Source: an optimization exercise on an open RTL-to-GDS flow (aim: small area, a short achievable clock period and few clock cycles). Production flows keep margins and buffers that such runs may drop.
No activity file was given, so power comes from the tool's default toggle rates.

==> inputs of job 1284 <==
// multipler_top
module multipler_top #(
    parameter integer DATA_LENGTH       = 64,
    parameter integer BLOCK_LENGTH      = 16,
    parameter integer LENGTH            = 16
) (
    input  logic                        clk_i,
    input  logic                        rst_ni,
    input  logic                        start_i,
    output logic                        busy_o,
    output logic                        finish_o,
    input  logic [DATA_LENGTH-1:0]      indata_a_i,
    input  logic [DATA_LENGTH-1:0]      indata_b_i,
    output logic [DATA_LENGTH*2-1:0]    outdata_r_o
);
clock: 10.0 ns
lec_check: 0
cap_margin: 20
core_margin: 2
core_utilization: 45
slew_margin: 20
standard.sh (not shown) runs the stock make flow with config.mk's settings and CLKGATE_MAP_FILE= SYNTH_SCRIPT=/design/flow/synth_recipe.tcl, a recipe that flattens the netlist after the stock synthesis.
==> flow/flow/run.sh <==
#!/bin/bash
set -euo pipefail
{
  echo "include $(pwd)/config.mk"
  cat flow/extra.mk
} > extra_config.mk
sed "s#DESIGN_CONFIG=[^ ]*#DESIGN_CONFIG=$(pwd)/extra_config.mk#" standard.sh > standard_extra.sh
bash standard_extra.sh > standard.log 2>&1
==> flow/flow/extra.mk <==
export SETUP_SLACK_MARGIN = 6.5
export BUFFER_PORTS_ARGS = -buffer_cell sky130_fd_sc_hd__buf_1
==> job 549: changes against job 1284 <==
--- a/flow/design.v
+++ b/flow/design.v
@@ -75,21 +75,19 @@
 wire [65:0] pp0 = {pos_q[0], ~(((a_x1 & {65{one_q[0]}}) | (a_x2 & {65{two_q[0]}})) ^ {65{pos_q[0]}})};
 wire [65:0] pp1 = {pos_q[1], ~(((a_x1 & {65{one_q[1]}}) | (a_x2 & {65{two_q[1]}})) ^ {65{pos_q[1]}})};
 wire [65:0] pp2 = {pos_q[2], ~(((a_x1 & {65{one_q[2]}}) | (a_x2 & {65{two_q[2]}})) ^ {65{pos_q[2]}})};
 wire [R-1:0] cb;
 assign cb[0] = 1'b1;
 assign cb[1] = (cnt_q <= 4'd9);
 assign cb[2] = (cnt_q <= 4'd9);
 wire [M-1:0] s_g = s_q & {M{~first}};
-wire [M-1:0] c_g = {c_q[M-2:0], 1'b0} & {M{~first}};
+wire [M-1:0] c_g = c_q & {M{~first}};
 wire [W-1:0] csa_s;
 wire [W-1:0] csa_c;
-wire [W-1:0] csa_p = csa_s ^ csa_c;
-wire [W-1:0] csa_h = csa_s & csa_c;
 wire hs1, hc2, hs3, hc4, fs5, fc6, hs7, hc8, fs9, fc10, hs11, hc12, fs13, fc14, hs15, hc16, fs17, fc18, hs19, hc20, fs21, fc22, hs23, hc24, fs25, fc26, hs27, hc28, fs29, fc30, hs31, hc32, fs33, fc34, hs35, hc36, fs37, fc38, hs39, hc40, fs41, fc42, hs43, hc44, fs45, fc46, hs47, hc48, fs49, fc50, hs51, hc52, fs53, fc54, hs55, hc56, fs57, fc58, hs59, hc60, fs61, fc62, hs63, hc64, fs65, fc66, hs67, hc68, fs69, fc70, hs71, hc72, fs73, fc74, hs75, hc76, fs77, fc78, hs79, hc80, fs81, fc82, hs83, hc84, fs85, fc86, hs87, hc88, fs89, fc90, hs91, hc92, fs93, fc94, hs95, hc96, fs97, fc98, hs99, hc100, fs101, fc102, hs103, hc104, fs105, fc106, hs107, hc108, fs109, fc110, hs111, hc112, fs113, fc114, hs115, hc116, fs117, fc118, hs119, hc120, fs121, fc122, hs123, hc124, fs125, fc126, hs127, hc128, fs129, fc130, hs131, hc132, fs133, fc134, hs135, hc136, fs137, fc138, hs139, hc140, fs141, fc142, hs143, hc144, fs145, fc146, hs147, hc148, fs149, fc150, hs151, hc152, fs153, fc154, hs155, hc156, fs157, fc158, hs159, hc160, fs161, fc162, hs163, hc164, fs165, fc166, hs167, hc168, fs169, fc170, hs171, hc172, fs173, fc174, hs175, hc176, fs177, fc178, hs179, hc180, fs181, fc182, hs183, hc184, fs185, fc186, hs187, hc188, fs189, fc190, hs191, hc192, fs193, fc194, hs195, hc196, fs197, fc198, hs199, hc200, fs201, fc202, hs203, hc204, fs205, fc206, hs207, hc208, fs209, fc210, hs211, hc212, fs213, fc214, hs215, hc216, fs217, fc218, hs219, hc220, fs221, fc222, hs223, hc224, fs225, fc226, hs227, hc228, fs229, fc230, hs231, hc232, fs233, fc234, hs235, hc236, fs237, fc238, hs239, hc240, fs241, fc242, hs243, hc244, fs245, fc246, hs247, hc248, fs249, fc250, fs251, fc252, fs253, fc254, hs255, hc256, hs257, hc258, hs259, hc260, fs261, fc262, fs263, fc264, fs265, fc266, fs267, fc268, fs269, fc270, fs271, fc272, fs273, fc274, fs275, fc276, fs277, fc278, fs279, fc280, fs281, fc282, fs283, fc284, fs285, fc286, fs287, fc288, fs289, fc290, fs291, fc292, fs293, fc294, fs295, fc296, fs297, fc298, fs299, fc300, fs301, fc302, fs303, fc304, fs305, fc306, fs307, fc308, fs309, fc310, fs311, fc312, fs313, fc314, fs315, fc316, fs317, fc318, fs319, fc320, fs321, fc322, fs323, fc324, fs325, fc326, fs327, fc328, fs329, fc330, fs331, fc332, fs333, fc334, fs335, fc336, fs337, fc338, fs339, fc340, fs341, fc342, fs343, fc344, fs345, fc346, fs347, fc348, fs349, fc350, fs351, fc352, fs353, fc354, fs355, fc356, fs357, fc358, fs359, fc360, fs361, fc362, fs363, fc364, fs365, fc366, fs367, fc368, fs369, fc370, fs371, fc372, fs373, fc374, fs375, fc376, fs377, fc378, fs379, fc380, fs381, fc382, fs383, fc384, fs385, fc386, fs387, fc388, fs389, fc390, fs391, fc392, hs393, hc394, fs395, fc396, fs397, fc398, fs399, fc400, fs401, fc402, fs403, fc404, fs405, fc406, fs407, fc408, fs409, fc410, fs411, fc412, fs413, fc414, fs415, fc416, fs417, fc418, fs419, fc420, fs421, fc422, fs423, fc424, fs425, fc426, fs427, fc428, fs429, fc430, fs431, fc432, fs433, fc434, fs435, fc436, fs437, fc438, fs439, fc440, fs441, fc442, fs443, fc444, fs445, fc446, fs447, fc448, fs449, fc450, fs451, fc452, fs453, fc454, fs455, fc456, fs457, fc458, fs459, fc460, fs461, fc462, fs463, fc464, fs465, fc466, fs467, fc468, fs469, fc470, fs471, fc472, fs473, fc474, fs475, fc476, fs477, fc478, fs479, fc480, fs481, fc482, fs483, fc484, fs485, fc486, fs487, fc488, fs489, fc490, fs491, fc492, fs493, fc494, fs495, fc496, fs497, fc498, fs499, fc500, fs501, fc502, fs503, fc504, fs505, fc506, fs507, fc508, fs509, fc510, fs511, fc512, fs513, fc514, fs515, fc516, fs517, fc518, fs519, fc520, fs521, fc522, fs523, fc524, fs525, fc526, fs527, fc528, fs529, fc530;
 assign hs1 = pp0[2] ^ pp1[0];
 assign hc2 = pp0[2] & pp1[0];
 assign hs3 = pp0[3] ^ pp1[1];
 assign hc4 = pp0[3] & pp1[1];
 assign fs5 = pp0[4] ^ pp1[2] ^ pp2[0];
 assign fc6 = (pp0[4] & pp1[2]) | (pp0[4] & pp2[0]) | (pp1[2] & pp2[0]);
 assign hs7 = neg[2] ^ s_g[4];
@@ -760,18 +758,18 @@
 assign csa_c[70] = 1'b0;
 assign csa_s[71] = 1'b0;
 assign csa_c[71] = 1'b0;
 assign csa_s[72] = 1'b0;
 assign csa_c[72] = 1'b0;
 wire [67:0] full_sum;
 wire low_cy;
 wire [67:0] pa_p0, pa_g0;
-assign pa_p0 = {s_q[61:0], ls_q};
-assign pa_g0 = {c_q[61:0], lc_q};
+assign pa_p0 = {s_q[61:0], ls_q} ^ {c_q[61:0], lc_q};
+assign pa_g0 = {s_q[61:0], ls_q} & {c_q[61:0], lc_q};
 wire [67:0] pa_G_0, pa_P_0;
 assign pa_G_0 = {pa_g0[67:1], pa_g0[0] | (pa_p0[0] & cy_q)};
 assign pa_P_0 = pa_p0;
 wire [67:0] pa_G_1, pa_P_1;
 assign pa_G_1[0] = pa_G_0[0];
 assign pa_P_1[0] = pa_P_0[0];
 assign pa_G_1[1] = pa_G_0[1] | (pa_P_0[1] & pa_G_0[0]);
 assign pa_P_1[1] = pa_P_0[1] & pa_P_0[0];
@@ -1732,18 +1730,18 @@
 assign full_sum = pa_p0 ^ {pa_G_7[66:0], cy_q};
 assign low_cy = pa_G_7[5];
 always_ff @(posedge clk_i) begin
     a_q   <= st_idle ? indata_a_i : a_q;
     b_q   <= st_idle ? {{(NK-64){1'b0}}, indata_b_i} : {full_sum[K-1:0], b_q[NK-1:K]};
     one_q <= st_idle ? one_in : one_nx;
     two_q <= st_idle ? two_in : two_nx;
     pos_q <= st_idle ? ~neg_in : ~neg_nx;
-    s_q   <= st_cpa ? {{(M-62){1'b0}}, full_sum[67:K]} : csa_p[W-1:K];
-    c_q   <= csa_h[W-1:K];
-    ls_q  <= csa_p[K-1:0];
-    lc_q  <= csa_h[K-1:0];
+    s_q   <= st_cpa ? {{(M-62){1'b0}}, full_sum[67:K]} : csa_s[W-1:K];
+    c_q   <= csa_c[W-1:K];
+    ls_q  <= csa_s[K-1:0];
+    lc_q  <= csa_c[K-1:0];
     cy_q  <= st_run & ~first & low_cy;
 end
 assign busy_o      = busy_q;
 assign finish_o    = st_fin;
 assign outdata_r_o = {s_q[61:0], b_q};
 endmodule
==> flow/flow/extra.mk (replaced) <==
export SETUP_SLACK_MARGIN = 7
export BUFFER_PORTS_ARGS = -buffer_cell sky130_fd_sc_hd__buf_1
==> run summary <==
metric                                                                                      job 1284                  job 549
Area fraction of clock buffers and clock inverters                                             5.30%                    4.65%
Number of instances in the synthesized netlist                                                  1948                     2217
Post-route non-filler standard cell count                                                       2779                     3116
Outcome                                                                      complete, no violations  complete, no violations
Wire length of the first global-routing pass                                                 83.3 mm                  94.1 mm
GRT Util Overall                                                                               21.9%                    24.2%
Pwr Total                                                                                    7390 uW                  7920 uW
Worst Path Arrival                                                                           3840 ps                  4170 ps
Placed cell count                                                                               2675                     2943
Internal power consumption                                                                   4370 uW                  4610 uW
Termination of the worst setup path                                                 outdata_r_o[114]         outdata_r_o[124]
Detailed Route WL                                                                            54.6 mm                  64.6 mm
Routed length on met1                                                                        24.6 mm                  27.2 mm
Routed wire length on met2                                                                   25.5 mm                  30.8 mm
Maximum VDD drop                                                                          0.000173 V               0.000133 V
Buffer share of cell area                                                                      7.26%                    12.2%
Share of synthesized cell area in full adder, half adder and majority cells                    27.3%                    26.5%
Sequential cell area share                                                                     26.6%                    24.9%
Function was not checked in any run of this note: the RTL went through the layout flow alone.

==> re-timing with driven ports <==
No port has a modelled driver above. Below, the same layouts with a new extraction and two added sets of constraints.
Step 1 assumes that a clkbuf_16 drives the clock port and a buf_2 every other input.
Step 2 times the ports against the registers' clock, not the clock port: input delays grow and output delays shrink by t, the midpoint of the rising clock arrivals with the driver on.
Three values: ideal, step 1, step 2; two values: the first two.
run | shift t [ns] | slack for setup (ns) | worst setup path at the end
job 1284 | 0.609 | 6.606 / 6.606 / 6.606 | register to register
job 549 | 0.615 | 6.277 / 6.277 / 6.277 | register to register
After both steps every run listed still meets setup and hold.
